This is an optimization exercise on Yosys and OpenROAD, whose aim is small area, not a production implementation.
Function was checked by simulation only, so behaviour that the tests miss may differ from the original.

[flow/run.sh]
#!/bin/bash
# The standard layout, with the smallest buffer on every input and output port
# instead of the flow's default choice, and clock tree synthesis without dummy
# loads and with smaller clock buffers.  make's output goes to flow_make.log.
set -euo pipefail
export BUFFER_PORTS_ARGS="-buffer_cell sky130_fd_sc_hd__buf_1"
export CTS_ARGS="-sink_clustering_enable -repair_clock_nets -dont_use_dummy_load -buf_list {sky130_fd_sc_hd__clkbuf_8 sky130_fd_sc_hd__clkbuf_16} -sink_clustering_size 30 -sink_clustering_max_diameter 100"
bash standard.sh > flow_make.log 2>&1
[standard.sh]
#!/bin/bash
# synth_recipe.tcl (not shown) runs the flow's synth.tcl, then flattens the netlist and writes it again
# the make line also repeats each setting of config.mk as NAME=value (left out here)
make -C /OpenROAD-flow-scripts/flow DESIGN_CONFIG=/design/flow/config.mk WORK_HOME=/design/flow/orfs CLKGATE_MAP_FILE= SYNTH_SCRIPT=/design/flow/synth_recipe.tcl "${@:-finish}"
[config.mk]
export PLATFORM = sky130hd
export DESIGN_NAME = acdma_top
export DESIGN_NICKNAME = acdma_top
export VERILOG_FILES = /design/flow/design.v
export SDC_FILE = /design/flow/constraint.sdc
export NUM_CORES = 4
export LEC_CHECK = 0
export CAP_MARGIN = 20
export CORE_MARGIN = 2
export CORE_UTILIZATION = 40
export PLACE_DENSITY = 0.6
export SLEW_MARGIN = 20
export SYNTH_HIERARCHICAL = 1
export SYNTH_MINIMUM_KEEP_SIZE = 0
[constraint.sdc]
create_clock -name core_clock -period 4.0 [get_ports {clk}]
set_input_delay 0.8000 -clock core_clock [delete_from_list [all_inputs] [get_ports {clk}]]
set_output_delay 0.8000 -clock core_clock [all_outputs]
set_load 0.01 [all_outputs]
[design.v]
package AggrCDMAPkg;
    parameter int CDMA_CODE_WIDTH = 16;                      
    parameter int NUM_PORTS       = CDMA_CODE_WIDTH;         
    parameter int DATA_WIDTH      = 8;                       
    parameter int LOG_CODE_WIDTH  = $clog2(CDMA_CODE_WIDTH-1); 
    parameter int COUNTER_WIDTH   = $clog2(CDMA_CODE_WIDTH-1);   
    parameter logic [CDMA_CODE_WIDTH*CDMA_CODE_WIDTH-1:0] CDMA_CODES    
                   = { 16'd0,
                       16'd21845,
                       16'd13107,
                       16'd26214,
                       16'd3855,
                       16'd23130,
                       16'd15420,
                       16'd26985,
                       16'd255,
                       16'd21930,
                       16'd13260,
                       16'd26265,
                       16'd4080,
                       16'd23205,
                       16'd15555,
                       16'd27030};
    typedef   logic [DATA_WIDTH-1:0] dataWord;  
endpackage
module fa3 (
  input  logic a,
  input  logic b,
  input  logic c,
  output logic s,
  output logic co
);
  assign s  = a ^ b ^ c;
  assign co = (a & b) | (a & c) | (b & c);
endmodule
module ha2 (
  input  logic a,
  input  logic b,
  output logic s,
  output logic co
);
  assign s  = a ^ b;
  assign co = a & b;
endmodule
module acdma_top (
  input  logic         clk,
  input  logic         rst,
  input  logic [127:0] data_in,
  output logic [127:0] decoded_out
);
  logic [15:1] chip;
  wire  [15:0] chipx = {chip, 1'b0};
  wire  [3:0]  ph = ~{chip[8], chip[4], chip[2], chip[1]};
  wire  [3:0]  nn = ~(ph + 4'h1);
  always_ff @(posedge clk) begin
    if (rst) {chip[12], chip[8], chip[4], chip[3], chip[2], chip[1]} <= 6'd0;
    else begin
      chip[1] <= nn[0];
      chip[2] <= nn[1];
      chip[3] <= nn[0] ^ nn[1];
      chip[4] <= nn[2];
      chip[8] <= nn[3];
      chip[12] <= nn[2] ^ nn[3];
    end
  end
  assign chip[5] = chip[1] ^ chip[4];
  assign chip[6] = chip[2] ^ chip[4];
  assign chip[7] = chip[3] ^ chip[4];
  assign chip[9] = chip[1] ^ chip[8];
  assign chip[10] = chip[2] ^ chip[8];
  assign chip[11] = chip[3] ^ chip[8];
  assign chip[13] = chip[1] ^ chip[12];
  assign chip[14] = chip[2] ^ chip[12];
  assign chip[15] = chip[3] ^ chip[12];
  logic [127:0] w;
  assign w[7:0] = {~(data_in[7] ^ chipx[0]), data_in[6:0] ^ {7{chipx[0]}}};
  assign w[15:8] = {~(data_in[15] ^ chipx[1]), data_in[14:8] ^ {7{chipx[1]}}};
  assign w[23:16] = {~(data_in[23] ^ chipx[2]), data_in[22:16] ^ {7{chipx[2]}}};
  assign w[31:24] = {~(data_in[31] ^ chipx[3]), data_in[30:24] ^ {7{chipx[3]}}};
  assign w[39:32] = {~(data_in[39] ^ chipx[4]), data_in[38:32] ^ {7{chipx[4]}}};
  assign w[47:40] = {~(data_in[47] ^ chipx[5]), data_in[46:40] ^ {7{chipx[5]}}};
  assign w[55:48] = {~(data_in[55] ^ chipx[6]), data_in[54:48] ^ {7{chipx[6]}}};
  assign w[63:56] = {~(data_in[63] ^ chipx[7]), data_in[62:56] ^ {7{chipx[7]}}};
  assign w[71:64] = {~(data_in[71] ^ chipx[8]), data_in[70:64] ^ {7{chipx[8]}}};
  assign w[79:72] = {~(data_in[79] ^ chipx[9]), data_in[78:72] ^ {7{chipx[9]}}};
  assign w[87:80] = {~(data_in[87] ^ chipx[10]), data_in[86:80] ^ {7{chipx[10]}}};
  assign w[95:88] = {~(data_in[95] ^ chipx[11]), data_in[94:88] ^ {7{chipx[11]}}};
  assign w[103:96] = {~(data_in[103] ^ chipx[12]), data_in[102:96] ^ {7{chipx[12]}}};
  assign w[111:104] = {~(data_in[111] ^ chipx[13]), data_in[110:104] ^ {7{chipx[13]}}};
  assign w[119:112] = {~(data_in[119] ^ chipx[14]), data_in[118:112] ^ {7{chipx[14]}}};
  assign w[127:120] = {~(data_in[127] ^ chipx[15]), data_in[126:120] ^ {7{chipx[15]}}};
  wire ts0, tc0;
  fa3 uts0 (.a(w[120]), .b(w[112]), .c(w[104]), .s(ts0), .co(tc0));
  wire ts1, tc1;
  ha2 uts1 (.a(w[96]), .b(w[88]), .s(ts1), .co(tc1));
  wire ts2, tc2;
  fa3 uts2 (.a(w[121]), .b(w[113]), .c(w[105]), .s(ts2), .co(tc2));
  wire ts3, tc3;
  fa3 uts3 (.a(w[97]), .b(w[89]), .c(w[81]), .s(ts3), .co(tc3));
  wire ts4, tc4;
  ha2 uts4 (.a(w[73]), .b(w[65]), .s(ts4), .co(tc4));
  wire ts5, tc5;
  fa3 uts5 (.a(w[122]), .b(w[114]), .c(w[106]), .s(ts5), .co(tc5));
  wire ts6, tc6;
  fa3 uts6 (.a(w[98]), .b(w[90]), .c(w[82]), .s(ts6), .co(tc6));
  wire ts7, tc7;
  fa3 uts7 (.a(w[74]), .b(w[66]), .c(w[58]), .s(ts7), .co(tc7));
  wire ts8, tc8;
  fa3 uts8 (.a(w[123]), .b(w[115]), .c(w[107]), .s(ts8), .co(tc8));
  wire ts9, tc9;
  fa3 uts9 (.a(w[99]), .b(w[91]), .c(w[83]), .s(ts9), .co(tc9));
  wire ts10, tc10;
  fa3 uts10 (.a(w[75]), .b(w[67]), .c(w[59]), .s(ts10), .co(tc10));
  wire ts11, tc11;
  fa3 uts11 (.a(w[124]), .b(w[116]), .c(w[108]), .s(ts11), .co(tc11));
  wire ts12, tc12;
  fa3 uts12 (.a(w[100]), .b(w[92]), .c(w[84]), .s(ts12), .co(tc12));
  wire ts13, tc13;
  fa3 uts13 (.a(w[76]), .b(w[68]), .c(w[60]), .s(ts13), .co(tc13));
  wire ts14, tc14;
  fa3 uts14 (.a(w[125]), .b(w[117]), .c(w[109]), .s(ts14), .co(tc14));
  wire ts15, tc15;
  fa3 uts15 (.a(w[101]), .b(w[93]), .c(w[85]), .s(ts15), .co(tc15));
  wire ts16, tc16;
  fa3 uts16 (.a(w[77]), .b(w[69]), .c(w[61]), .s(ts16), .co(tc16));
  wire ts17, tc17;
  fa3 uts17 (.a(w[126]), .b(w[118]), .c(w[110]), .s(ts17), .co(tc17));
  wire ts18, tc18;
  fa3 uts18 (.a(w[102]), .b(w[94]), .c(w[86]), .s(ts18), .co(tc18));
  wire ts19, tc19;
  fa3 uts19 (.a(w[78]), .b(w[70]), .c(w[62]), .s(ts19), .co(tc19));
  wire ts20, tc20;
  fa3 uts20 (.a(w[127]), .b(w[119]), .c(w[111]), .s(ts20), .co(tc20));
  wire ts21, tc21;
  fa3 uts21 (.a(w[103]), .b(w[95]), .c(w[87]), .s(ts21), .co(tc21));
  wire ts22, tc22;
  fa3 uts22 (.a(w[79]), .b(w[71]), .c(w[63]), .s(ts22), .co(tc22));
  wire ts23, tc23;
  fa3 uts23 (.a(w[80]), .b(w[72]), .c(w[64]), .s(ts23), .co(tc23));
  wire ts24, tc24;
  fa3 uts24 (.a(w[56]), .b(w[48]), .c(w[40]), .s(ts24), .co(tc24));
  wire ts25, tc25;
  fa3 uts25 (.a(tc1), .b(tc0), .c(w[57]), .s(ts25), .co(tc25));
  wire ts26, tc26;
  fa3 uts26 (.a(w[49]), .b(w[41]), .c(w[33]), .s(ts26), .co(tc26));
  wire ts27, tc27;
  fa3 uts27 (.a(w[25]), .b(w[17]), .c(w[9]), .s(ts27), .co(tc27));
  wire ts28, tc28;
  fa3 uts28 (.a(tc4), .b(tc3), .c(tc2), .s(ts28), .co(tc28));
  wire ts29, tc29;
  fa3 uts29 (.a(w[50]), .b(w[42]), .c(w[34]), .s(ts29), .co(tc29));
  wire ts30, tc30;
  fa3 uts30 (.a(w[26]), .b(w[18]), .c(w[10]), .s(ts30), .co(tc30));
  wire ts31, tc31;
  ha2 uts31 (.a(w[2]), .b(ts7), .s(ts31), .co(tc31));
  wire ts32, tc32;
  fa3 uts32 (.a(tc7), .b(tc6), .c(tc5), .s(ts32), .co(tc32));
  wire ts33, tc33;
  fa3 uts33 (.a(w[51]), .b(w[43]), .c(w[35]), .s(ts33), .co(tc33));
  wire ts34, tc34;
  fa3 uts34 (.a(w[27]), .b(w[19]), .c(w[11]), .s(ts34), .co(tc34));
  wire ts35, tc35;
  fa3 uts35 (.a(w[3]), .b(ts10), .c(ts9), .s(ts35), .co(tc35));
  wire ts36, tc36;
  fa3 uts36 (.a(tc10), .b(tc9), .c(tc8), .s(ts36), .co(tc36));
  wire ts37, tc37;
  fa3 uts37 (.a(w[52]), .b(w[44]), .c(w[36]), .s(ts37), .co(tc37));
  wire ts38, tc38;
  fa3 uts38 (.a(w[28]), .b(w[20]), .c(w[12]), .s(ts38), .co(tc38));
  wire ts39, tc39;
  fa3 uts39 (.a(w[4]), .b(ts13), .c(ts12), .s(ts39), .co(tc39));
  wire ts40, tc40;
  fa3 uts40 (.a(tc13), .b(tc12), .c(tc11), .s(ts40), .co(tc40));
  wire ts41, tc41;
  fa3 uts41 (.a(w[53]), .b(w[45]), .c(w[37]), .s(ts41), .co(tc41));
  wire ts42, tc42;
  fa3 uts42 (.a(w[29]), .b(w[21]), .c(w[13]), .s(ts42), .co(tc42));
  wire ts43, tc43;
  fa3 uts43 (.a(w[5]), .b(ts16), .c(ts15), .s(ts43), .co(tc43));
  wire ts44, tc44;
  fa3 uts44 (.a(tc16), .b(tc15), .c(tc14), .s(ts44), .co(tc44));
  wire ts45, tc45;
  fa3 uts45 (.a(w[54]), .b(w[46]), .c(w[38]), .s(ts45), .co(tc45));
  wire ts46, tc46;
  fa3 uts46 (.a(w[30]), .b(w[22]), .c(w[14]), .s(ts46), .co(tc46));
  wire ts47, tc47;
  fa3 uts47 (.a(w[6]), .b(ts19), .c(ts18), .s(ts47), .co(tc47));
  wire ts48, tc48;
  fa3 uts48 (.a(tc19), .b(tc18), .c(tc17), .s(ts48), .co(tc48));
  wire ts49, tc49;
  fa3 uts49 (.a(w[55]), .b(w[47]), .c(w[39]), .s(ts49), .co(tc49));
  wire ts50, tc50;
  fa3 uts50 (.a(w[31]), .b(w[23]), .c(w[15]), .s(ts50), .co(tc50));
  wire ts51, tc51;
  fa3 uts51 (.a(w[7]), .b(ts22), .c(ts21), .s(ts51), .co(tc51));
  wire ts52, tc52;
  fa3 uts52 (.a(w[32]), .b(w[24]), .c(w[16]), .s(ts52), .co(tc52));
  wire ts53, tc53;
  ha2 uts53 (.a(w[8]), .b(w[0]), .s(ts53), .co(tc53));
  wire ts54, tc54;
  fa3 uts54 (.a(tc24), .b(tc23), .c(w[1]), .s(ts54), .co(tc54));
  wire ts55, tc55;
  fa3 uts55 (.a(ts4), .b(ts3), .c(ts2), .s(ts55), .co(tc55));
  wire ts56, tc56;
  ha2 uts56 (.a(ts27), .b(ts26), .s(ts56), .co(tc56));
  wire ts57, tc57;
  fa3 uts57 (.a(tc27), .b(tc26), .c(tc25), .s(ts57), .co(tc57));
  wire ts58, tc58;
  fa3 uts58 (.a(ts6), .b(ts5), .c(ts31), .s(ts58), .co(tc58));
  wire ts59, tc59;
  fa3 uts59 (.a(ts30), .b(ts29), .c(ts28), .s(ts59), .co(tc59));
  wire ts60, tc60;
  fa3 uts60 (.a(tc31), .b(tc30), .c(tc29), .s(ts60), .co(tc60));
  wire ts61, tc61;
  fa3 uts61 (.a(tc28), .b(ts8), .c(ts35), .s(ts61), .co(tc61));
  wire ts62, tc62;
  fa3 uts62 (.a(ts34), .b(ts33), .c(ts32), .s(ts62), .co(tc62));
  wire ts63, tc63;
  fa3 uts63 (.a(tc35), .b(tc34), .c(tc33), .s(ts63), .co(tc63));
  wire ts64, tc64;
  fa3 uts64 (.a(tc32), .b(ts11), .c(ts39), .s(ts64), .co(tc64));
  wire ts65, tc65;
  fa3 uts65 (.a(ts38), .b(ts37), .c(ts36), .s(ts65), .co(tc65));
  wire ts66, tc66;
  fa3 uts66 (.a(tc39), .b(tc38), .c(tc37), .s(ts66), .co(tc66));
  wire ts67, tc67;
  fa3 uts67 (.a(tc36), .b(ts14), .c(ts43), .s(ts67), .co(tc67));
  wire ts68, tc68;
  fa3 uts68 (.a(ts42), .b(ts41), .c(ts40), .s(ts68), .co(tc68));
  wire ts69, tc69;
  fa3 uts69 (.a(tc43), .b(tc42), .c(tc41), .s(ts69), .co(tc69));
  wire ts70, tc70;
  fa3 uts70 (.a(tc40), .b(ts17), .c(ts47), .s(ts70), .co(tc70));
  wire ts71, tc71;
  fa3 uts71 (.a(ts46), .b(ts45), .c(ts44), .s(ts71), .co(tc71));
  wire ts72, tc72;
  fa3 uts72 (.a(tc47), .b(tc46), .c(tc45), .s(ts72), .co(tc72));
  wire ts73, tc73;
  fa3 uts73 (.a(tc44), .b(ts20), .c(ts51), .s(ts73), .co(tc73));
  wire ts74, tc74;
  fa3 uts74 (.a(ts50), .b(ts49), .c(ts48), .s(ts74), .co(tc74));
  wire ts75, tc75;
  fa3 uts75 (.a(tc51), .b(tc50), .c(tc49), .s(ts75), .co(tc75));
  wire ts76, tc76;
  fa3 uts76 (.a(tc48), .b(tc22), .c(tc21), .s(ts76), .co(tc76));
  wire ts77, tc77;
  fa3 uts77 (.a(ts1), .b(ts0), .c(ts24), .s(ts77), .co(tc77));
  wire ts78, tc78;
  fa3 uts78 (.a(tc53), .b(tc52), .c(ts25), .s(ts78), .co(tc78));
  wire ts79, tc79;
  ha2 uts79 (.a(ts56), .b(ts55), .s(ts79), .co(tc79));
  wire ts80, tc80;
  fa3 uts80 (.a(tc56), .b(tc55), .c(tc54), .s(ts80), .co(tc80));
  wire ts81, tc81;
  fa3 uts81 (.a(ts59), .b(ts58), .c(ts57), .s(ts81), .co(tc81));
  wire ts82, tc82;
  fa3 uts82 (.a(tc59), .b(tc58), .c(tc57), .s(ts82), .co(tc82));
  wire ts83, tc83;
  fa3 uts83 (.a(ts62), .b(ts61), .c(ts60), .s(ts83), .co(tc83));
  wire ts84, tc84;
  fa3 uts84 (.a(tc62), .b(tc61), .c(tc60), .s(ts84), .co(tc84));
  wire ts85, tc85;
  fa3 uts85 (.a(ts65), .b(ts64), .c(ts63), .s(ts85), .co(tc85));
  wire ts86, tc86;
  fa3 uts86 (.a(tc65), .b(tc64), .c(tc63), .s(ts86), .co(tc86));
  wire ts87, tc87;
  fa3 uts87 (.a(ts68), .b(ts67), .c(ts66), .s(ts87), .co(tc87));
  wire ts88, tc88;
  fa3 uts88 (.a(tc68), .b(tc67), .c(tc66), .s(ts88), .co(tc88));
  wire ts89, tc89;
  fa3 uts89 (.a(ts71), .b(ts70), .c(ts69), .s(ts89), .co(tc89));
  wire ts90, tc90;
  fa3 uts90 (.a(tc71), .b(tc70), .c(tc69), .s(ts90), .co(tc90));
  wire ts91, tc91;
  fa3 uts91 (.a(ts74), .b(ts73), .c(ts72), .s(ts91), .co(tc91));
  wire ts92, tc92;
  fa3 uts92 (.a(tc74), .b(tc73), .c(tc72), .s(ts92), .co(tc92));
  wire ts93, tc93;
  fa3 uts93 (.a(tc20), .b(ts76), .c(ts75), .s(ts93), .co(tc93));
  wire ts94, tc94;
  ha2 uts94 (.a(ts23), .b(ts53), .s(ts94), .co(tc94));
  wire ts95, tc95;
  fa3 uts95 (.a(tc77), .b(ts54), .c(ts79), .s(ts95), .co(tc95));
  wire ts96, tc96;
  fa3 uts96 (.a(tc79), .b(tc78), .c(ts81), .s(ts96), .co(tc96));
  wire ts97, tc97;
  fa3 uts97 (.a(tc81), .b(tc80), .c(ts83), .s(ts97), .co(tc97));
  wire ts98, tc98;
  fa3 uts98 (.a(tc83), .b(tc82), .c(ts85), .s(ts98), .co(tc98));
  wire ts99, tc99;
  fa3 uts99 (.a(tc85), .b(tc84), .c(ts87), .s(ts99), .co(tc99));
  wire ts100, tc100;
  fa3 uts100 (.a(tc87), .b(tc86), .c(ts89), .s(ts100), .co(tc100));
  wire ts101, tc101;
  fa3 uts101 (.a(tc89), .b(tc88), .c(ts91), .s(ts101), .co(tc101));
  wire ts102, tc102;
  fa3 uts102 (.a(tc91), .b(tc90), .c(ts93), .s(ts102), .co(tc102));
  wire ts103, tc103;
  fa3 uts103 (.a(tc93), .b(tc92), .c(tc76), .s(ts103), .co(tc103));
  wire [11:0] t0 = {1'b0, tc103, ts103, ts102, ts101, ts100, ts99, ts98, ts97, ts96, ts95, ts94};
  wire [11:0] t1 = {1'b0, 1'b0, tc75, ts92, ts90, ts88, ts86, ts84, ts82, ts80, ts78, ts77};
  wire [11:0] t2 = {1'b0, 1'b0, tc102, tc101, tc100, tc99, tc98, tc97, tc96, tc95, tc94, ts52};
  logic [11:0] a0, a1, a2;
  logic [11:0] r1, r2;
  logic [11:3] r3;
  logic [3:0] xl;
  logic [7:0] xd;
  logic cx;
  wire sel = ~ph[0];
  wire [3:0] xa = sel ? {r2[2:0], 1'b0} : r2[3:0];
  wire [3:0] xb = sel ? ~xl : r1[3:0];
  wire [4:0] xc;
  wire [3:0] xs;
  ha2 uxl0 (.a(xa[0]), .b(xb[0]), .s(xs[0]), .co(xc[1]));
  fa3 uxl1 (.a(xa[1]), .b(xb[1]), .c(xc[1]), .s(xs[1]), .co(xc[2]));
  fa3 uxl2 (.a(xa[2]), .b(xb[2]), .c(xc[2]), .s(xs[2]), .co(xc[3]));
  fa3 uxl3 (.a(xa[3]), .b(xb[3]), .c(xc[3]), .s(xs[3]), .co(xc[4]));
  wire [7:0] ya = sel ? r3[11:4] : r3[10:3];
  wire [7:0] yb = sel ? r2[11:4] : ~xd;
  wire [8:0] yc;
  wire [7:0] ys;
  assign yc[0] = cx;
  fa3 uxh0 (.a(ya[0]), .b(yb[0]), .c(yc[0]), .s(ys[0]), .co(yc[1]));
  fa3 uxh1 (.a(ya[1]), .b(yb[1]), .c(yc[1]), .s(ys[1]), .co(yc[2]));
  fa3 uxh2 (.a(ya[2]), .b(yb[2]), .c(yc[2]), .s(ys[2]), .co(yc[3]));
  fa3 uxh3 (.a(ya[3]), .b(yb[3]), .c(yc[3]), .s(ys[3]), .co(yc[4]));
  fa3 uxh4 (.a(ya[4]), .b(yb[4]), .c(yc[4]), .s(ys[4]), .co(yc[5]));
  fa3 uxh5 (.a(ya[5]), .b(yb[5]), .c(yc[5]), .s(ys[5]), .co(yc[6]));
  fa3 uxh6 (.a(ya[6]), .b(yb[6]), .c(yc[6]), .s(ys[6]), .co(yc[7]));
  assign ys[7] = ya[7] ^ yb[7] ^ yc[7];
  always_ff @(posedge clk) begin
    a0 <= t0;
    a1 <= t1;
    a2 <= t2;
    r1 <= a0 + a1 + a2;
    r2 <= r1;
    r3 <= r2[11:3];
    xl <= xs;
    cx <= xc[4];
    xd <= ys;
  end
  wire [3:0] xlo = xl;
  logic [7:0] sl, sh;
  logic clr_lo, clr_hi;
  assign clr_lo = (ph == 4'd4) | (ph == 4'd5);
  always_comb begin
    case (ph)
      4'd0: sl = 8'haa;
      4'd1: sl = 8'h55;
      4'd2: sl = 8'h00;
      4'd3: sl = 8'h00;
      4'd4: sl = 8'h5a;
      4'd5: sl = 8'hb4;
      4'd6: sl = 8'he1;
      4'd7: sl = 8'hc3;
      4'd8: sl = 8'ha5;
      4'd9: sl = 8'h4b;
      4'd10: sl = 8'h1e;
      4'd11: sl = 8'h3c;
      4'd12: sl = 8'h99;
      4'd13: sl = 8'h33;
      4'd14: sl = 8'h66;
      4'd15: sl = 8'hcc;
      default: sl = 8'h00;
    endcase
  end
  always_ff @(posedge clk) begin
    sh <= sl;
    clr_hi <= clr_lo;
  end
  logic [3:0] klo [0:7];
  logic [7:0] khi [0:7];
  assign klo[0] = ph[0] ? 4'hc : 4'hc;
  assign khi[0] = ph[0] ? 8'hff : 8'hff;
  assign klo[1] = ph[0] ? 4'hc : 4'hc;
  assign khi[1] = ph[0] ? 8'hff : 8'hff;
  assign klo[2] = ph[0] ? 4'hc : 4'h8;
  assign khi[2] = ph[0] ? 8'h7 : 8'hff;
  assign klo[3] = ph[0] ? 4'h0 : 4'hc;
  assign khi[3] = ph[0] ? 8'hff : 8'h0;
  assign klo[4] = ph[0] ? 4'hc : 4'hc;
  assign khi[4] = ph[0] ? 8'hff : 8'hff;
  assign klo[5] = ph[0] ? 4'hc : 4'hc;
  assign khi[5] = ph[0] ? 8'hff : 8'hff;
  assign klo[6] = ph[0] ? 4'hc : 4'hc;
  assign khi[6] = ph[0] ? 8'hff : 8'hff;
  assign klo[7] = ph[0] ? 4'hc : 4'hc;
  assign khi[7] = ph[0] ? 8'hff : 8'hff;
  logic [11:0] ring [0:15];
  logic [7:0]  cy;
  wire [3:0] la0 = clr_lo ? klo[0] : ring[0][3:0];
  wire [3:0] lb0 = xlo ^ {4{sl[0]}};
  wire [4:0] lc0;
  wire [3:0] ls0;
  assign lc0[0] = 1'b0;
  ha2 ul0_0 (.a(la0[0]), .b(lb0[0]), .s(ls0[0]), .co(lc0[1]));
  fa3 ul0_1 (.a(la0[1]), .b(lb0[1]), .c(lc0[1]), .s(ls0[1]), .co(lc0[2]));
  fa3 ul0_2 (.a(la0[2]), .b(lb0[2]), .c(lc0[2]), .s(ls0[2]), .co(lc0[3]));
  fa3 ul0_3 (.a(la0[3]), .b(lb0[3]), .c(lc0[3]), .s(ls0[3]), .co(lc0[4]));
  wire [7:0] ha0 = clr_hi ? khi[0] : ring[1][11:4];
  wire [7:0] hb0 = xd ^ {8{sh[0]}};
  wire [7:0] hc0;
  wire [7:0] hs0;
  assign hc0[0] = cy[0];
  fa3 uh0_0 (.a(ha0[0]), .b(hb0[0]), .c(hc0[0]), .s(hs0[0]), .co(hc0[1]));
  fa3 uh0_1 (.a(ha0[1]), .b(hb0[1]), .c(hc0[1]), .s(hs0[1]), .co(hc0[2]));
  fa3 uh0_2 (.a(ha0[2]), .b(hb0[2]), .c(hc0[2]), .s(hs0[2]), .co(hc0[3]));
  fa3 uh0_3 (.a(ha0[3]), .b(hb0[3]), .c(hc0[3]), .s(hs0[3]), .co(hc0[4]));
  fa3 uh0_4 (.a(ha0[4]), .b(hb0[4]), .c(hc0[4]), .s(hs0[4]), .co(hc0[5]));
  fa3 uh0_5 (.a(ha0[5]), .b(hb0[5]), .c(hc0[5]), .s(hs0[5]), .co(hc0[6]));
  fa3 uh0_6 (.a(ha0[6]), .b(hb0[6]), .c(hc0[6]), .s(hs0[6]), .co(hc0[7]));
  assign hs0[7] = ha0[7] ^ hb0[7] ^ hc0[7];
  wire [3:0] la1 = clr_lo ? klo[1] : ring[2][3:0];
  wire [3:0] lb1 = xlo ^ {4{sl[1]}};
  wire [4:0] lc1;
  wire [3:0] ls1;
  assign lc1[0] = 1'b0;
  ha2 ul1_0 (.a(la1[0]), .b(lb1[0]), .s(ls1[0]), .co(lc1[1]));
  fa3 ul1_1 (.a(la1[1]), .b(lb1[1]), .c(lc1[1]), .s(ls1[1]), .co(lc1[2]));
  fa3 ul1_2 (.a(la1[2]), .b(lb1[2]), .c(lc1[2]), .s(ls1[2]), .co(lc1[3]));
  fa3 ul1_3 (.a(la1[3]), .b(lb1[3]), .c(lc1[3]), .s(ls1[3]), .co(lc1[4]));
  wire [7:0] ha1 = clr_hi ? khi[1] : ring[3][11:4];
  wire [7:0] hb1 = xd ^ {8{sh[1]}};
  wire [7:0] hc1;
  wire [7:0] hs1;
  assign hc1[0] = cy[1];
  fa3 uh1_0 (.a(ha1[0]), .b(hb1[0]), .c(hc1[0]), .s(hs1[0]), .co(hc1[1]));
  fa3 uh1_1 (.a(ha1[1]), .b(hb1[1]), .c(hc1[1]), .s(hs1[1]), .co(hc1[2]));
  fa3 uh1_2 (.a(ha1[2]), .b(hb1[2]), .c(hc1[2]), .s(hs1[2]), .co(hc1[3]));
  fa3 uh1_3 (.a(ha1[3]), .b(hb1[3]), .c(hc1[3]), .s(hs1[3]), .co(hc1[4]));
  fa3 uh1_4 (.a(ha1[4]), .b(hb1[4]), .c(hc1[4]), .s(hs1[4]), .co(hc1[5]));
  fa3 uh1_5 (.a(ha1[5]), .b(hb1[5]), .c(hc1[5]), .s(hs1[5]), .co(hc1[6]));
  fa3 uh1_6 (.a(ha1[6]), .b(hb1[6]), .c(hc1[6]), .s(hs1[6]), .co(hc1[7]));
  assign hs1[7] = ha1[7] ^ hb1[7] ^ hc1[7];
  wire [3:0] la2 = clr_lo ? klo[2] : ring[4][3:0];
  wire [3:0] lb2 = xlo ^ {4{sl[2]}};
  wire [4:0] lc2;
  wire [3:0] ls2;
  assign lc2[0] = 1'b0;
  ha2 ul2_0 (.a(la2[0]), .b(lb2[0]), .s(ls2[0]), .co(lc2[1]));
  fa3 ul2_1 (.a(la2[1]), .b(lb2[1]), .c(lc2[1]), .s(ls2[1]), .co(lc2[2]));
  fa3 ul2_2 (.a(la2[2]), .b(lb2[2]), .c(lc2[2]), .s(ls2[2]), .co(lc2[3]));
  fa3 ul2_3 (.a(la2[3]), .b(lb2[3]), .c(lc2[3]), .s(ls2[3]), .co(lc2[4]));
  wire [7:0] ha2 = clr_hi ? khi[2] : ring[5][11:4];
  wire [7:0] hb2 = xd ^ {8{sh[2]}};
  wire [7:0] hc2;
  wire [7:0] hs2;
  assign hc2[0] = cy[2];
  fa3 uh2_0 (.a(ha2[0]), .b(hb2[0]), .c(hc2[0]), .s(hs2[0]), .co(hc2[1]));
  fa3 uh2_1 (.a(ha2[1]), .b(hb2[1]), .c(hc2[1]), .s(hs2[1]), .co(hc2[2]));
  fa3 uh2_2 (.a(ha2[2]), .b(hb2[2]), .c(hc2[2]), .s(hs2[2]), .co(hc2[3]));
  fa3 uh2_3 (.a(ha2[3]), .b(hb2[3]), .c(hc2[3]), .s(hs2[3]), .co(hc2[4]));
  fa3 uh2_4 (.a(ha2[4]), .b(hb2[4]), .c(hc2[4]), .s(hs2[4]), .co(hc2[5]));
  fa3 uh2_5 (.a(ha2[5]), .b(hb2[5]), .c(hc2[5]), .s(hs2[5]), .co(hc2[6]));
  fa3 uh2_6 (.a(ha2[6]), .b(hb2[6]), .c(hc2[6]), .s(hs2[6]), .co(hc2[7]));
  assign hs2[7] = ha2[7] ^ hb2[7] ^ hc2[7];
  wire [3:0] la3 = clr_lo ? klo[3] : ring[6][3:0];
  wire [3:0] lb3 = xlo ^ {4{sl[3]}};
  wire [4:0] lc3;
  wire [3:0] ls3;
  assign lc3[0] = 1'b0;
  ha2 ul3_0 (.a(la3[0]), .b(lb3[0]), .s(ls3[0]), .co(lc3[1]));
  fa3 ul3_1 (.a(la3[1]), .b(lb3[1]), .c(lc3[1]), .s(ls3[1]), .co(lc3[2]));
  fa3 ul3_2 (.a(la3[2]), .b(lb3[2]), .c(lc3[2]), .s(ls3[2]), .co(lc3[3]));
  fa3 ul3_3 (.a(la3[3]), .b(lb3[3]), .c(lc3[3]), .s(ls3[3]), .co(lc3[4]));
  wire [7:0] ha3 = clr_hi ? khi[3] : ring[7][11:4];
  wire [7:0] hb3 = xd ^ {8{sh[3]}};
  wire [7:0] hc3;
  wire [7:0] hs3;
  assign hc3[0] = cy[3];
  fa3 uh3_0 (.a(ha3[0]), .b(hb3[0]), .c(hc3[0]), .s(hs3[0]), .co(hc3[1]));
  fa3 uh3_1 (.a(ha3[1]), .b(hb3[1]), .c(hc3[1]), .s(hs3[1]), .co(hc3[2]));
  fa3 uh3_2 (.a(ha3[2]), .b(hb3[2]), .c(hc3[2]), .s(hs3[2]), .co(hc3[3]));
  fa3 uh3_3 (.a(ha3[3]), .b(hb3[3]), .c(hc3[3]), .s(hs3[3]), .co(hc3[4]));
  fa3 uh3_4 (.a(ha3[4]), .b(hb3[4]), .c(hc3[4]), .s(hs3[4]), .co(hc3[5]));
  fa3 uh3_5 (.a(ha3[5]), .b(hb3[5]), .c(hc3[5]), .s(hs3[5]), .co(hc3[6]));
  fa3 uh3_6 (.a(ha3[6]), .b(hb3[6]), .c(hc3[6]), .s(hs3[6]), .co(hc3[7]));
  assign hs3[7] = ha3[7] ^ hb3[7] ^ hc3[7];
  wire [3:0] la4 = clr_lo ? klo[4] : ring[8][3:0];
  wire [3:0] lb4 = xlo ^ {4{sl[4]}};
  wire [4:0] lc4;
  wire [3:0] ls4;
  assign lc4[0] = 1'b0;
  ha2 ul4_0 (.a(la4[0]), .b(lb4[0]), .s(ls4[0]), .co(lc4[1]));
  fa3 ul4_1 (.a(la4[1]), .b(lb4[1]), .c(lc4[1]), .s(ls4[1]), .co(lc4[2]));
  fa3 ul4_2 (.a(la4[2]), .b(lb4[2]), .c(lc4[2]), .s(ls4[2]), .co(lc4[3]));
  fa3 ul4_3 (.a(la4[3]), .b(lb4[3]), .c(lc4[3]), .s(ls4[3]), .co(lc4[4]));
  wire [7:0] ha4 = clr_hi ? khi[4] : ring[9][11:4];
  wire [7:0] hb4 = xd ^ {8{sh[4]}};
  wire [7:0] hc4;
  wire [7:0] hs4;
  assign hc4[0] = cy[4];
  fa3 uh4_0 (.a(ha4[0]), .b(hb4[0]), .c(hc4[0]), .s(hs4[0]), .co(hc4[1]));
  fa3 uh4_1 (.a(ha4[1]), .b(hb4[1]), .c(hc4[1]), .s(hs4[1]), .co(hc4[2]));
  fa3 uh4_2 (.a(ha4[2]), .b(hb4[2]), .c(hc4[2]), .s(hs4[2]), .co(hc4[3]));
  fa3 uh4_3 (.a(ha4[3]), .b(hb4[3]), .c(hc4[3]), .s(hs4[3]), .co(hc4[4]));
  fa3 uh4_4 (.a(ha4[4]), .b(hb4[4]), .c(hc4[4]), .s(hs4[4]), .co(hc4[5]));
  fa3 uh4_5 (.a(ha4[5]), .b(hb4[5]), .c(hc4[5]), .s(hs4[5]), .co(hc4[6]));
  fa3 uh4_6 (.a(ha4[6]), .b(hb4[6]), .c(hc4[6]), .s(hs4[6]), .co(hc4[7]));
  assign hs4[7] = ha4[7] ^ hb4[7] ^ hc4[7];
  wire [3:0] la5 = clr_lo ? klo[5] : ring[10][3:0];
  wire [3:0] lb5 = xlo ^ {4{sl[5]}};
  wire [4:0] lc5;
  wire [3:0] ls5;
  assign lc5[0] = 1'b0;
  ha2 ul5_0 (.a(la5[0]), .b(lb5[0]), .s(ls5[0]), .co(lc5[1]));
  fa3 ul5_1 (.a(la5[1]), .b(lb5[1]), .c(lc5[1]), .s(ls5[1]), .co(lc5[2]));
  fa3 ul5_2 (.a(la5[2]), .b(lb5[2]), .c(lc5[2]), .s(ls5[2]), .co(lc5[3]));
  fa3 ul5_3 (.a(la5[3]), .b(lb5[3]), .c(lc5[3]), .s(ls5[3]), .co(lc5[4]));
  wire [7:0] ha5 = clr_hi ? khi[5] : ring[11][11:4];
  wire [7:0] hb5 = xd ^ {8{sh[5]}};
  wire [7:0] hc5;
  wire [7:0] hs5;
  assign hc5[0] = cy[5];
  fa3 uh5_0 (.a(ha5[0]), .b(hb5[0]), .c(hc5[0]), .s(hs5[0]), .co(hc5[1]));
  fa3 uh5_1 (.a(ha5[1]), .b(hb5[1]), .c(hc5[1]), .s(hs5[1]), .co(hc5[2]));
  fa3 uh5_2 (.a(ha5[2]), .b(hb5[2]), .c(hc5[2]), .s(hs5[2]), .co(hc5[3]));
  fa3 uh5_3 (.a(ha5[3]), .b(hb5[3]), .c(hc5[3]), .s(hs5[3]), .co(hc5[4]));
  fa3 uh5_4 (.a(ha5[4]), .b(hb5[4]), .c(hc5[4]), .s(hs5[4]), .co(hc5[5]));
  fa3 uh5_5 (.a(ha5[5]), .b(hb5[5]), .c(hc5[5]), .s(hs5[5]), .co(hc5[6]));
  fa3 uh5_6 (.a(ha5[6]), .b(hb5[6]), .c(hc5[6]), .s(hs5[6]), .co(hc5[7]));
  assign hs5[7] = ha5[7] ^ hb5[7] ^ hc5[7];
  wire [3:0] la6 = clr_lo ? klo[6] : ring[12][3:0];
  wire [3:0] lb6 = xlo ^ {4{sl[6]}};
  wire [4:0] lc6;
  wire [3:0] ls6;
  assign lc6[0] = 1'b0;
  ha2 ul6_0 (.a(la6[0]), .b(lb6[0]), .s(ls6[0]), .co(lc6[1]));
  fa3 ul6_1 (.a(la6[1]), .b(lb6[1]), .c(lc6[1]), .s(ls6[1]), .co(lc6[2]));
  fa3 ul6_2 (.a(la6[2]), .b(lb6[2]), .c(lc6[2]), .s(ls6[2]), .co(lc6[3]));
  fa3 ul6_3 (.a(la6[3]), .b(lb6[3]), .c(lc6[3]), .s(ls6[3]), .co(lc6[4]));
  wire [7:0] ha6 = clr_hi ? khi[6] : ring[13][11:4];
  wire [7:0] hb6 = xd ^ {8{sh[6]}};
  wire [7:0] hc6;
  wire [7:0] hs6;
  assign hc6[0] = cy[6];
  fa3 uh6_0 (.a(ha6[0]), .b(hb6[0]), .c(hc6[0]), .s(hs6[0]), .co(hc6[1]));
  fa3 uh6_1 (.a(ha6[1]), .b(hb6[1]), .c(hc6[1]), .s(hs6[1]), .co(hc6[2]));
  fa3 uh6_2 (.a(ha6[2]), .b(hb6[2]), .c(hc6[2]), .s(hs6[2]), .co(hc6[3]));
  fa3 uh6_3 (.a(ha6[3]), .b(hb6[3]), .c(hc6[3]), .s(hs6[3]), .co(hc6[4]));
  fa3 uh6_4 (.a(ha6[4]), .b(hb6[4]), .c(hc6[4]), .s(hs6[4]), .co(hc6[5]));
  fa3 uh6_5 (.a(ha6[5]), .b(hb6[5]), .c(hc6[5]), .s(hs6[5]), .co(hc6[6]));
  fa3 uh6_6 (.a(ha6[6]), .b(hb6[6]), .c(hc6[6]), .s(hs6[6]), .co(hc6[7]));
  assign hs6[7] = ha6[7] ^ hb6[7] ^ hc6[7];
  wire [3:0] la7 = clr_lo ? klo[7] : ring[14][3:0];
  wire [3:0] lb7 = xlo ^ {4{sl[7]}};
  wire [4:0] lc7;
  wire [3:0] ls7;
  assign lc7[0] = 1'b0;
  ha2 ul7_0 (.a(la7[0]), .b(lb7[0]), .s(ls7[0]), .co(lc7[1]));
  fa3 ul7_1 (.a(la7[1]), .b(lb7[1]), .c(lc7[1]), .s(ls7[1]), .co(lc7[2]));
  fa3 ul7_2 (.a(la7[2]), .b(lb7[2]), .c(lc7[2]), .s(ls7[2]), .co(lc7[3]));
  fa3 ul7_3 (.a(la7[3]), .b(lb7[3]), .c(lc7[3]), .s(ls7[3]), .co(lc7[4]));
  wire [7:0] ha7 = clr_hi ? khi[7] : ring[15][11:4];
  wire [7:0] hb7 = xd ^ {8{sh[7]}};
  wire [7:0] hc7;
  wire [7:0] hs7;
  assign hc7[0] = cy[7];
  fa3 uh7_0 (.a(ha7[0]), .b(hb7[0]), .c(hc7[0]), .s(hs7[0]), .co(hc7[1]));
  fa3 uh7_1 (.a(ha7[1]), .b(hb7[1]), .c(hc7[1]), .s(hs7[1]), .co(hc7[2]));
  fa3 uh7_2 (.a(ha7[2]), .b(hb7[2]), .c(hc7[2]), .s(hs7[2]), .co(hc7[3]));
  fa3 uh7_3 (.a(ha7[3]), .b(hb7[3]), .c(hc7[3]), .s(hs7[3]), .co(hc7[4]));
  fa3 uh7_4 (.a(ha7[4]), .b(hb7[4]), .c(hc7[4]), .s(hs7[4]), .co(hc7[5]));
  fa3 uh7_5 (.a(ha7[5]), .b(hb7[5]), .c(hc7[5]), .s(hs7[5]), .co(hc7[6]));
  fa3 uh7_6 (.a(ha7[6]), .b(hb7[6]), .c(hc7[6]), .s(hs7[6]), .co(hc7[7]));
  assign hs7[7] = ha7[7] ^ hb7[7] ^ hc7[7];
  always_ff @(posedge clk) begin
    ring[1] <= {ring[0][11:4], ls0};
    cy[0] <= lc0[4];
    ring[2] <= {hs0, ring[1][3:0]};
    ring[3] <= {ring[2][11:4], ls1};
    cy[1] <= lc1[4];
    ring[4] <= {hs1, ring[3][3:0]};
    ring[5] <= {ring[4][11:4], ls2};
    cy[2] <= lc2[4];
    ring[6] <= {hs2, ring[5][3:0]};
    ring[7] <= {ring[6][11:4], ls3};
    cy[3] <= lc3[4];
    ring[8] <= {hs3, ring[7][3:0]};
    ring[9] <= {ring[8][11:4], ls4};
    cy[4] <= lc4[4];
    ring[10] <= {hs4, ring[9][3:0]};
    ring[11] <= {ring[10][11:4], ls5};
    cy[5] <= lc5[4];
    ring[12] <= {hs5, ring[11][3:0]};
    ring[13] <= {ring[12][11:4], ls6};
    cy[6] <= lc6[4];
    ring[14] <= {hs6, ring[13][3:0]};
    ring[15] <= {ring[14][11:4], ls7};
    cy[7] <= lc7[4];
    ring[0] <= {hs7, ring[15][3:0]};
  end
  assign decoded_out[7:0] = ring[5][11:4];
  assign decoded_out[15:8] = ring[6][11:4];
  assign decoded_out[23:16] = ring[7][11:4];
  assign decoded_out[31:24] = ring[8][11:4];
  assign decoded_out[39:32] = ring[9][11:4];
  assign decoded_out[47:40] = ring[10][11:4];
  assign decoded_out[55:48] = ring[11][11:4];
  assign decoded_out[63:56] = ring[12][11:4];
  assign decoded_out[71:64] = ring[13][11:4];
  assign decoded_out[79:72] = ring[14][11:4];
  assign decoded_out[87:80] = ring[15][11:4];
  assign decoded_out[95:88] = ring[0][11:4];
  assign decoded_out[103:96] = ring[1][11:4];
  assign decoded_out[111:104] = ring[2][11:4];
  assign decoded_out[119:112] = ring[3][11:4];
  assign decoded_out[127:120] = ring[4][11:4];
endmodule
==> results.yml, run 1 <==
global_route:
  grt_pass1_vias: 8665
  gr-total-overflow: 0
  grt_antenna_before_repair: 0
  grt_first_pass_wirelength_mm: 47.77
  pin_count_of_the_biggest_net_entering_global_routing: 35
  total_global_routing_track_utilization_pct: 15.99
sta:
  clock_skew_ns: 0.03788
  grt_setup_unrepaired: "true"
  maxSlewViolCount: 0
  achievable_freq_mhz: 255.4
  finalWorstPathRequiredPeriod_ns: 3.915
  setup_viol: 0
  min_period_over_period_pct: 97.89
  timing.max_slew.rel_slack_pct: 45.74
  worst-slew-pin-transition_ns: 0.8100
  hold_violations: 0
  layout_setup_ws_ns: 0.08452
drt:
  router_iterations_before_antenna_repair: 4
  iteration_0_drc_count_of_the_detailed_router: 224
  drt.antenna.violating_nets: 0
  totalWireLength_mm: 30.87
  drcViolationCount: 0
  drt-wirelength-per-cell_um: 16.90
  vias: 7839
  via_per_inst: 4.293
synthesis:
  synth_fp_nets: 1541
  syn-instance-count: 1183
  synth-seq-cells: 292
  synth_common_cells: "292 x sky130_fd_sc_hd__dfxtp_1, 198 x sky130_fd_sc_hd__fa_1, 133 x sky130_fd_sc_hd__buf_4"
  yosysWarnings: 19
  synthesis.area_per_instance_um2: 12.75
  syn-cell-area_um2: 15080
  synth.distinct_cells: 45
  post_synth_main_area_contributors: "sky130_fd_sc_hd__dfxtp_1 39%, sky130_fd_sc_hd__fa_1 26%, sky130_fd_sc_hd__xnor2_1 7.5%, sky130_fd_sc_hd__xor2_1 6.7%, sky130_fd_sc_hd__buf_4 6.6%"
  synth_edf_count: 0
  cell_taking_the_most_area_after_synthesis: "sky130_fd_sc_hd__dfxtp_1"
  yosysMostFrequentCell: "sky130_fd_sc_hd__dfxtp_1"
  synth.top_cell.area_share_pct: 38.76
  synth_seq_area_share_pct: 38.76
  postSynth.asyncResetShare_pct: 0
  ys.flop_type: "sky130_fd_sc_hd__dfxtp_1"
clock_network:
  clock_tree.root_cell: "sky130_fd_sc_hd__clkbuf_16"
  post-cts-setup-buffer-count: 0
  cts_buffer_depth: 3
  cts-hold-fix-buffers: 0
  htreeDepth: 1
  cts_tree: "yes"
  cts-buffers-inserted: 13
  cts.clk_slew.worst_paths_ns: 0.11
  cts_sinks: 292
  clk-insertion-delay-late_ns: 0.49
worst_hold_path:
  hold_path.startpoint: "ring[7][0]"
  cell_depth_of_the_worst_min_delay_path: 0
  whs_endpoint: "ring[8][0]"
  hold_path_class: "reg -> reg"
place:
  port_buffers: 257
  place_ws_ns: -0.08247
  detailedPlacementHpwl_mm: 25.75
  gp_congestion: 0.8681
final_layout:
  multi_input_comb_area_um2: 8050
  end_of_flow_core_utilization_pct: 43.57
  antenna-diode-count: 0
  syn_to_final_growth_pct: 8.056
  final_layout_size_suffix_gt1_share_pct: 13.99
  filler_cell_count: 3528
  nNetsFinal: 1675
  layout.area.seq_um2: 5854
setup_path:
  critPathSlowestCell: "sky130_fd_sc_hd__fa_2"
  critical_path_peak_fanout: 11
  critical_path.endpoint_type: "flop"
  cp.required_ns: 4.41
  ff2ff_setup_slack_ns: 0.08
  crit_path_start_kind: "flop"
  worstRegToRegCells: 12
  rr_startpoint: "clr_hi"
  worst_path_dominant_cell_family: "adder cells"
  worstPathArrival_ns: 4.32
  path_common_cell: "sky130_fd_sc_hd__fa_2"
  regToRegEndpoint: "ring[4][11]"
  crit_type: "reg -> reg"
  crit_path_max_incr_delay_ns: 0.40
  worst-path-buf-inv: 1
  worstPathCellList: "buf_6, or2_2, fa_2, fa_2, fa_2, fa_2, fa_2, fa_2, fa_2, xnor2_2, xnor2_1, xnor2_1"
floorplan:
  num_rows: 71
  die_area_um2: 39270
  initial_util_pct: 40.32
  pin_count: 258
  core_um2: 37400
  die_w_um: 198.2
  fp.dieH_um: 198.2
run:
  cap_viol_max_count: 0
status:
  outcome: "finished clean"
-- logic make-up after synthesis --
group	synth area share, %
AO/OA/AOI/OAI	2.199
flip-flops	38.76
XOR/XNOR	15.61
buffers and inverters	8.819
multiplexers	1.054
adder cells (fa/ha/maj)	28.77
AND/OR/NAND/NOR	4.779
-- per-stage QoR --
step | instance area [um2] | hold WS, ns | instances | TNS (ns)
after floorplan | 15240 | 0.3096 | 1183 | -0.01512
after global placement | 15870 | 0.3105 | 1813 | -0.01819
after detailed placement | 15870 | 0.3121 | 1813 | -0.2204
after CTS | 16240 | 0.3207 | 1826 | -0.003101
after global routing | 16300 | 0.3249 | 1826 | -0.04070
final | 16300 | 0.3223 | 1826 | 0
-- layer usage --
metal  share of wire [%]  GRT usage, %  up-vias
met5                   0             0        -
met4                 1.5         3.425        0
met3                 4.9         1.823       25
met2                  47         27.24      247
met1                  46         21.95     3829
li1                    -             -     3738
-- repair_timing --
item | in CTS | in global routing
hold endpoints to repair | 0 | 0
resized for setup | 19 | 18
endpoints found under the setup margin | 9 | 10
pin swaps | 10 | 16
-- cells in the final DEF, fill, tap and decap left out, drive strengths merged --
cell type / instances
buf: 294
dfxtp: 292
fa: 198
xnor2: 137
xor2: 116
or2: 46
inv: 37
o21ai: 34
ha: 30
nand2: 26
nor2: 19
and2: 16
nand2b: 14
clkbuf: 13
mux2: 10
a21oi: 4
nor2b: 4
nor3: 4
a211oi: 3
a21boi: 3
mux2i: 3
clkinv: 1
and4: 1
nor3b: 1
a211o: 1
a2111oi: 1
a221oi: 1
a21o: 1
and2b: 1
o31ai: 1
o221a: 1
o21bai: 1
a31o: 1
-- worst register-to-register path, delay by kind of cell, from the launching register on --
family | cells | cell delay [ns]
simple gates | 1 | 0.31
xor+xnor | 3 | 0.48
fa+ha+maj | 7 | 2.54
buf+inv | 1 | 0.13
flops | 1 | 0.37
-- state kept, by name, summed over array words and instances, names as in the netlist, 9 cells and up --
signal,flops
ring,192
r2,12
r1,12
r3,9
a1,10
a2,10
a0,11
-- worst max-delay path by stage --
stage | from | to | cells past startpoint
global route | clr_hi | ring[14][11] | 12
finish | clr_hi | ring[4][11] | 12
global placement | clr_hi | ring[2][11] | 11
floorplan | sh[3] | ring[8][11] | 12
CTS | clr_hi | ring[6][11] | 12
detailed placement | clr_hi | ring[4][11] | 12
-- Yosys stat by module (local to each module, per instance) --
| module | copies in the design | flops+latches | cell area [um2] |
|---|---|---|---|
| ha2 | 16 | 0 | 12.51 |
| acdma_top | 1 | 292 | 11140 |
| fa3 | 187 | 0 | 20.02 |
-- final cells by class --
type / count / share of cell area, %
clock buffers: 13 / 1.996
inverters: 38 / 0.9521
multi-input cells: 678 / 49.40
flip-flops and latches: 292 / 35.93
well taps: 511 / 3.924
repair buffers: 294 / 7.801
==> run 2: changes to the inputs <==
--- a/config.mk
+++ b/config.mk
@@ -10,2 +10,3 @@
 export CORE_UTILIZATION = 40
+export GPL_TIMING_DRIVEN = 0
 export PLACE_DENSITY = 0.6
==> run 2 against run 1 <==
Compared with the run above: global-route usage is 0.68 points higher; register-to-register slack worse by 0.10 ns; worst setup slack got worse by 0.10 ns; area after synthesis stayed put; first-iteration DRC count grew 43%; non-clock buffer count rose by 136; via count rose by 5.8%; final area increased by 6.7%; the layout now fails its checks (setup timing); fmax decreased by 2.5%.
==> results.yml, run 2 <==
status:
  outcome: "failed layout checks"
  check-failures: "setup timing"
setup_path:
  critical_path.endpoint_type: "flop"
  worstPathCellList: "clkbuf_16, clkbuf_16, or2_4, fa_2, fa_2, fa_2, fa_2, fa_2, fa_2, fa_2, xnor2_1, xnor2_1, xnor2_1"
  path_common_cell: "sky130_fd_sc_hd__fa_2"
  cp.required_ns: 4.40
  critPathSlowestCell: "sky130_fd_sc_hd__fa_2"
  critical_path_peak_fanout: 5
  crit_path_start_kind: "flop"
  crit_path_max_incr_delay_ns: 0.39
  worstPathArrival_ns: 4.42
  crit_type: "reg -> reg"
final_layout:
  end_of_flow_core_utilization_pct: 46.50
  filler_cell_count: 3469
  nNetsFinal: 1811
  most_frequent_standard_cell_in_the_layout_excluding_fill_and_tap_cells: "sky130_fd_sc_hd__dfxtp_1"
  instances_no_fill: 1962
  largest_register_ffs: 192
  most-common-layout-cells: "286 x sky130_fd_sc_hd__dfxtp_1, 261 x sky130_fd_sc_hd__buf_1, 139 x sky130_fd_sc_hd__buf_4"
  stdcell_area_um2: 17390
  syn_to_final_growth_pct: 15.32
  max_flop_register: "ring"
  antenna-diode-count: 0
  top_regs: "ring x192, r1 x12, r2 x12"
  final_layout_size_suffix_gt1_share_pct: 22.05
sta:
  layout_setup_ws_ns: -0.01582
  final.hold.worst_slack_ns: 0.3335
  setup_viol: 2
  timing.max_slew.rel_slack_pct: 45.58
  grt_setup_unrepaired: "true"
  clock_skew_ns: 0.02081
  hold_violations: 0
  finalSetupTns_ns: -0.02367
  achievable_freq_mhz: 249.0
  finalWorstPathRequiredPeriod_ns: 4.016
  worst-slew-pin-transition_ns: 0.8123
  min_period_over_period_pct: 100.4
  maxSlewViolCount: 0
synthesis:
  synthesis.area_per_instance_um2: 12.75
  synth_fp_nets: 1541
  postSynth.asyncResetShare_pct: 0
  synth_seq_area_share_pct: 38.76
  synth-seq-cells: 292
  share_of_the_synthesized_area_in_compound_gates_ao_oa_aoi_oai_pct: 2.199
  synth_edf_count: 0
  synthSimpleGateAreaFrac_pct: 4.779
  post_synth_main_area_contributors: "sky130_fd_sc_hd__dfxtp_1 39%, sky130_fd_sc_hd__fa_1 26%, sky130_fd_sc_hd__xnor2_1 7.5%, sky130_fd_sc_hd__xor2_1 6.7%, sky130_fd_sc_hd__buf_4 6.6%"
  syn-instance-count: 1183
  synth.mux.area_fraction_pct: 1.054
  yosysMostFrequentCell: "sky130_fd_sc_hd__dfxtp_1"
  synthXorXnorAreaFrac_pct: 15.61
  synth_common_cells: "292 x sky130_fd_sc_hd__dfxtp_1, 198 x sky130_fd_sc_hd__fa_1, 133 x sky130_fd_sc_hd__buf_4"
  yosysWarnings: 19
  yosys.area_share.adder_pct: 28.77
  synth.distinct_cells: 45
  syn-cell-area_um2: 15080
  synth_top_family_by_area: "adder cells"
  synth.top_cell.area_share_pct: 38.76
  cell_taking_the_most_area_after_synthesis: "sky130_fd_sc_hd__dfxtp_1"
  ys.flop_type: "sky130_fd_sc_hd__dfxtp_1"
place:
  port_buffers: 257
  dpl-instance-area_um2: 16840
  dp.cells: 1951
  detailedPlacementHpwl_mm: 26.19
  gp_congestion: 0.8630
clock_network:
  htreeDepth: 1
  cts_sinks: 292
  cts-hold-fix-buffers: 0
  clk-insertion-delay-late_ns: 0.49
  cts_tree: "yes"
  cts_buffer_depth: 3
  cts.clk_slew.worst_paths_ns: 0.11
  clock_tree.root_cell: "sky130_fd_sc_hd__clkbuf_16"
  cts-buffers-inserted: 13
drt:
  drcViolationCount: 0
  vias: 8295
  drt.antenna.violating_nets: 0
  via_per_inst: 4.228
  totalWireLength_mm: 31.61
  router_iterations_before_antenna_repair: 4
  iteration_0_drc_count_of_the_detailed_router: 321
  drt-wirelength-per-cell_um: 16.11
global_route:
  pin_count_of_the_biggest_net_entering_global_routing: 31
  gr-total-overflow: 0
  grt_antenna_before_repair: 0
  total_global_routing_track_utilization_pct: 16.67
  grt_pass1_vias: 9151
  grt_first_pass_wirelength_mm: 50.06
floorplan:
  fp.dieH_um: 198.2
  pin_count: 258
  die_w_um: 198.2
  core_um2: 37400
  initial_util_pct: 40.32
  die_area_um2: 39270
  num_rows: 71
worst_hold_path:
  hold_path_class: "reg -> reg"
run:
  cap_viol_max_count: 0
[run 2: cell count changes in the layout (fill, tap and decap cells not counted), moves of 4 or more]
cell,change
sky130_fd_sc_hd__fa_2,+7
sky130_fd_sc_hd__clkbuf_1,+9
sky130_fd_sc_hd__or2_2,-5
sky130_fd_sc_hd__buf_1,+4
sky130_fd_sc_hd__buf_2,+6
sky130_fd_sc_hd__fa_1,-7
sky130_fd_sc_hd__or2_4,+5
sky130_fd_sc_hd__dfxtp_2,+4
sky130_fd_sc_hd__buf_4,+105
[run 2: area by class of cell]
cell class                 count  area, um2  area share, %
clock buffer                  13      325.3          1.871
multi-input combinational    678       8108          46.62
inverter                      38      155.1         0.8922
sequential                   292       5856          33.67
buffer                       165       1270          7.303
timing repair buffer         265       1037          5.964
tap                          511      639.4          3.677
[run 2: cells by family after synthesis]
| kind of cell | Yosys count |
|---|---|
| AO/OA/AOI/OAI | 52 |
| XOR/XNOR | 253 |
| adder cells (fa/ha/maj) | 228 |
| buffers and inverters | 213 |
| flip-flops | 292 |
| multiplexers | 13 |
| AND/OR/NAND/NOR | 132 |
[run 2: through the flow]
stage	setup WS, ns
floorplan	-0.01512
global placement	-0.4397
detailed placement	-0.4477
CTS	-0.1493
global route	-0.1158
finish	-0.01582
[run 2: modules after synthesis (local to each module, per instance)]
module | times used | flip-flops and latches
acdma_top | 1 | 292
fa3 | 187 | 0
ha2 | 16 | 0
[run 2: critical path, delay by kind of cell, from the launching register on]
family        cells  cell delay (ns)
flops             1             0.38
simple gates      1             0.25
fa+ha+maj         7             2.52
buf+inv           2             0.30
xor+xnor          3             0.50
[run 2: per-layer routing]
metal	wire length, um	GRT usage (%)	vias to the layer above
met5	0	0	-
met4	537	3.425	0
met3	1617	2.044	27
met2	15510	30.08	252
met1	13940	21.42	4003
li1	-	-	4013
[run 2: repair_timing]
action | in CTS | in global routing
pin swaps | 13 | 15
gates resized for setup | 47 | 18
endpoints found under the setup margin | 28 | 24
setup buffers | 5 | 3
[run 2: path summary, 6_finish.rpt]
check	slack (ns)	to	cells after the start	start
setup / recovery	-0.02	ring[4][11]	13	clr_hi
hold / removal	0.33	ring[12][1]	0	ring[11][1]
setup reg to reg	-0.02	ring[4][11]	13	clr_hi
hold reg to reg	0.33	ring[12][1]	0	ring[11][1]
==> run 3: changes to the inputs <==
--- a/config.mk
+++ b/config.mk
@@ -7,8 +7,7 @@
 export LEC_CHECK = 0
-export CAP_MARGIN = 20
+export CAP_MARGIN = 0
 export CORE_MARGIN = 2
 export CORE_UTILIZATION = 40
-export GPL_TIMING_DRIVEN = 0
 export PLACE_DENSITY = 0.6
-export SLEW_MARGIN = 20
+export SLEW_MARGIN = 0
 export SYNTH_HIERARCHICAL = 1
==> run 3 against run 2 <==
Compared with the run above: now clean on timing, DRC and antenna; clock skew grew 0.017 ns; flip-flop and latch count stayed put; area after synthesis did not move; core utilization is 2.9 points lower; worst setup slack improved by 0.10 ns; synthesized cell count unchanged; sequential share of layout area increased by 2.3 points; count of clock-buffer cells in the layout is the same; critical path type unchanged; register-to-register slack better by 0.10 ns; highest routed layer unchanged; cell count fell by 6.9%.
==> results.yml, run 3 <==
setup_path:
  critical_path_peak_fanout: 11
  crit_path_max_incr_delay_ns: 0.40
  worst-path-buf-inv: 1
  crit_path_start_kind: "flop"
  worstPathArrival_ns: 4.32
  critPathSlowestCell: "sky130_fd_sc_hd__fa_2"
  cp.required_ns: 4.41
  crit_type: "reg -> reg"
  worst_path_dominant_cell_family: "adder cells"
  path_common_cell: "sky130_fd_sc_hd__fa_2"
  worstPathCellList: "buf_6, or2_2, fa_2, fa_2, fa_2, fa_2, fa_2, fa_2, fa_2, xnor2_2, xnor2_1, xnor2_1"
  critical_path.endpoint_type: "flop"
sta:
  grt_setup_unrepaired: "true"
  clock_skew_ns: 0.03788
  min_period_over_period_pct: 97.89
  hold_violations: 0
  timing.max_slew.rel_slack_pct: 45.74
  maxSlewViolCount: 0
  worst-slew-pin-transition_ns: 0.8100
  achievable_freq_mhz: 255.4
  setup_viol: 0
  finalWorstPathRequiredPeriod_ns: 3.915
  finalSetupTns_ns: 0
floorplan:
  core_um2: 37400
  die_w_um: 198.2
  pin_count: 258
  num_rows: 71
  initial_util_pct: 40.32
  die_area_um2: 39270
  fp.dieH_um: 198.2
clock_network:
  cts_tree: "yes"
  post-cts-setup-buffer-count: 0
  cts-buffers-inserted: 13
  cts.clk_slew.worst_paths_ns: 0.11
  clock_tree.root_cell: "sky130_fd_sc_hd__clkbuf_16"
  htreeDepth: 1
  cts_sinks: 292
  clk-insertion-delay-late_ns: 0.49
  cts_buffer_depth: 3
  cts-hold-fix-buffers: 0
synthesis:
  synth_edf_count: 0
  synth-seq-cells: 292
  syn-instance-count: 1183
  synth_seq_area_share_pct: 38.76
  cell_taking_the_most_area_after_synthesis: "sky130_fd_sc_hd__dfxtp_1"
  postSynth.asyncResetShare_pct: 0
  post_synth_main_area_contributors: "sky130_fd_sc_hd__dfxtp_1 39%, sky130_fd_sc_hd__fa_1 26%, sky130_fd_sc_hd__xnor2_1 7.5%, sky130_fd_sc_hd__xor2_1 6.7%, sky130_fd_sc_hd__buf_4 6.6%"
  synth.top_cell.area_share_pct: 38.76
  yosysMostFrequentCell: "sky130_fd_sc_hd__dfxtp_1"
  ys.flop_type: "sky130_fd_sc_hd__dfxtp_1"
  yosysWarnings: 19
  synth.distinct_cells: 45
  synth_common_cells: "292 x sky130_fd_sc_hd__dfxtp_1, 198 x sky130_fd_sc_hd__fa_1, 133 x sky130_fd_sc_hd__buf_4"
  syn-cell-area_um2: 15080
  synthesis.area_per_instance_um2: 12.75
  synth_fp_nets: 1541
final_layout:
  largest_register_ffs: 192
  max_flop_register: "ring"
  most_frequent_standard_cell_in_the_layout_excluding_fill_and_tap_cells: "sky130_fd_sc_hd__dfxtp_1"
  nNetsFinal: 1675
  antenna-diode-count: 0
  top_regs: "ring x192, r1 x12, r2 x12"
  final_layout_size_suffix_gt1_share_pct: 13.99
  most-common-layout-cells: "289 x sky130_fd_sc_hd__dfxtp_1, 257 x sky130_fd_sc_hd__buf_1, 145 x sky130_fd_sc_hd__fa_1"
  syn_to_final_growth_pct: 8.056
  stdcell_area_um2: 16300
  filler_cell_count: 3528
global_route:
  pin_count_of_the_biggest_net_entering_global_routing: 35
  total_global_routing_track_utilization_pct: 15.99
  gr-total-overflow: 0
  grt_pass1_vias: 8665
  grt_antenna_before_repair: 0
  grt_first_pass_wirelength_mm: 47.77
drt:
  drt-wirelength-per-cell_um: 16.90
  via_per_inst: 4.293
  drt.antenna.violating_nets: 0
  drcViolationCount: 0
  vias: 7839
  router_iterations_before_antenna_repair: 4
  totalWireLength_mm: 30.87
  iteration_0_drc_count_of_the_detailed_router: 224
place:
  gp_congestion: 0.8681
  dpl-instance-area_um2: 15870
  port_buffers: 257
  detailedPlacementHpwl_mm: 25.75
run:
  cap_viol_max_count: 0
status:
  outcome: "finished clean"
worst_hold_path:
  hold_path_class: "reg -> reg"
run 3: cell counts after synthesis:
Identical to the previous run, type by type.
run 3: routing by layer:
metal / global-route usage [%] / vias to the layer above / share of wire, %
met5: 0 / - / 0
met4: 3.425 / 0 / 1.5
met1: 21.95 / 3829 / 46
li1: - / 3738 / -
met2: 27.24 / 247 / 47
met3: 1.823 / 25 / 4.9
run 3: final timing paths:
check             startpoint  cells after the start  slack [ns]     endpoint
hold / removal    ring[7][0]                      0        0.32   ring[8][0]
setup reg to reg      clr_hi                     12        0.08  ring[4][11]
setup / recovery      clr_hi                     12        0.08  ring[4][11]
hold reg to reg   ring[7][0]                      0        0.32   ring[8][0]
run 3: through the flow:
step / hold WS, ns / util [%] / cells / worst slack, ns
floorplan: 0.3096 / - / 1183 / -0.01512
global placement: 0.3105 / 42.43 / 1813 / -0.009815
detailed placement: 0.3121 / 42.43 / 1813 / -0.08247
CTS: 0.3207 / 43.43 / 1826 / -0.003101
global route: 0.3249 / 43.57 / 1826 / -0.02095
finish: 0.3223 / 43.57 / 1826 / 0.08452
run 3: logic make-up after synthesis:
kind of cell    after synthesis  synth area share (%)
compound gates               52                 2.199
flops                       292                 38.76
mux                          13                 1.054
fa+ha+maj                   228                 28.77
xor+xnor                    253                 15.61
buf+inv                     213                 8.819
simple gates                132                 4.779
run 3: cell type report:
class	count	area, um2	area share (%)
Multi-Input combinational cell	678	8050	49.40
Tap cell	511	639.4	3.924
Timing Repair Buffer	294	1271	7.801
Inverter	38	155.1	0.9521
Sequential cell	292	5854	35.93
Clock buffer	13	325.3	1.996
run 3: timing repair:
| item | CTS | global route |
|---|---|---|
| setup endpoints to repair | 9 | 10 |
| gates resized for setup | 19 | 18 |
| pin swaps | 10 | 16 |
run 3: Yosys stat by module (local to each module, per instance):
module	flip-flops and latches	cell area (um2)	cells inside
acdma_top	292	11140	980
fa3	0	20.02	1
ha2	0	12.51	1
run 3: worst register-to-register path: cells and delay by family (launching register included):
family | cells | cell delay (ns)
fa+ha+maj | 7 | 2.54
simple gates | 1 | 0.31
xor+xnor | 3 | 0.48
flops | 1 | 0.37
buf+inv | 1 | 0.13

static timing again, ports no longer ideal:
In the flow no input, the clock included, has a driving cell. The finished layouts below were timed again as built, in two steps.
Step 1, drivers: a clkbuf_16 drives clk and a buf_2 each remaining input, both assumed.
Step 2 adds t to the input delays and takes it off the output delays; t is the mean of the earliest and latest rising clock arrival at the registers after step 1. Input paths then give back, and output paths get back, about the clock's delay inside the block.
a / b / c = ideal ports / drivers / drivers and shift; a / b = the first two.
| run | shift t [ns] | setup slack, ns | worst setup path at the end | latest minus earliest clock arrival (ns) |
|---|---|---|---|---|
| run 1 | 0.523 | 0.085 / 0.085 / 0.085 | register to register | 0.041 / 0.040 |
| run 2 | 0.524 | -0.016 / -0.016 / -0.016 | register to register | 0.021 / 0.021 |
| run 3 | 0.523 | 0.085 / 0.085 / 0.085 | register to register | 0.041 / 0.040 |
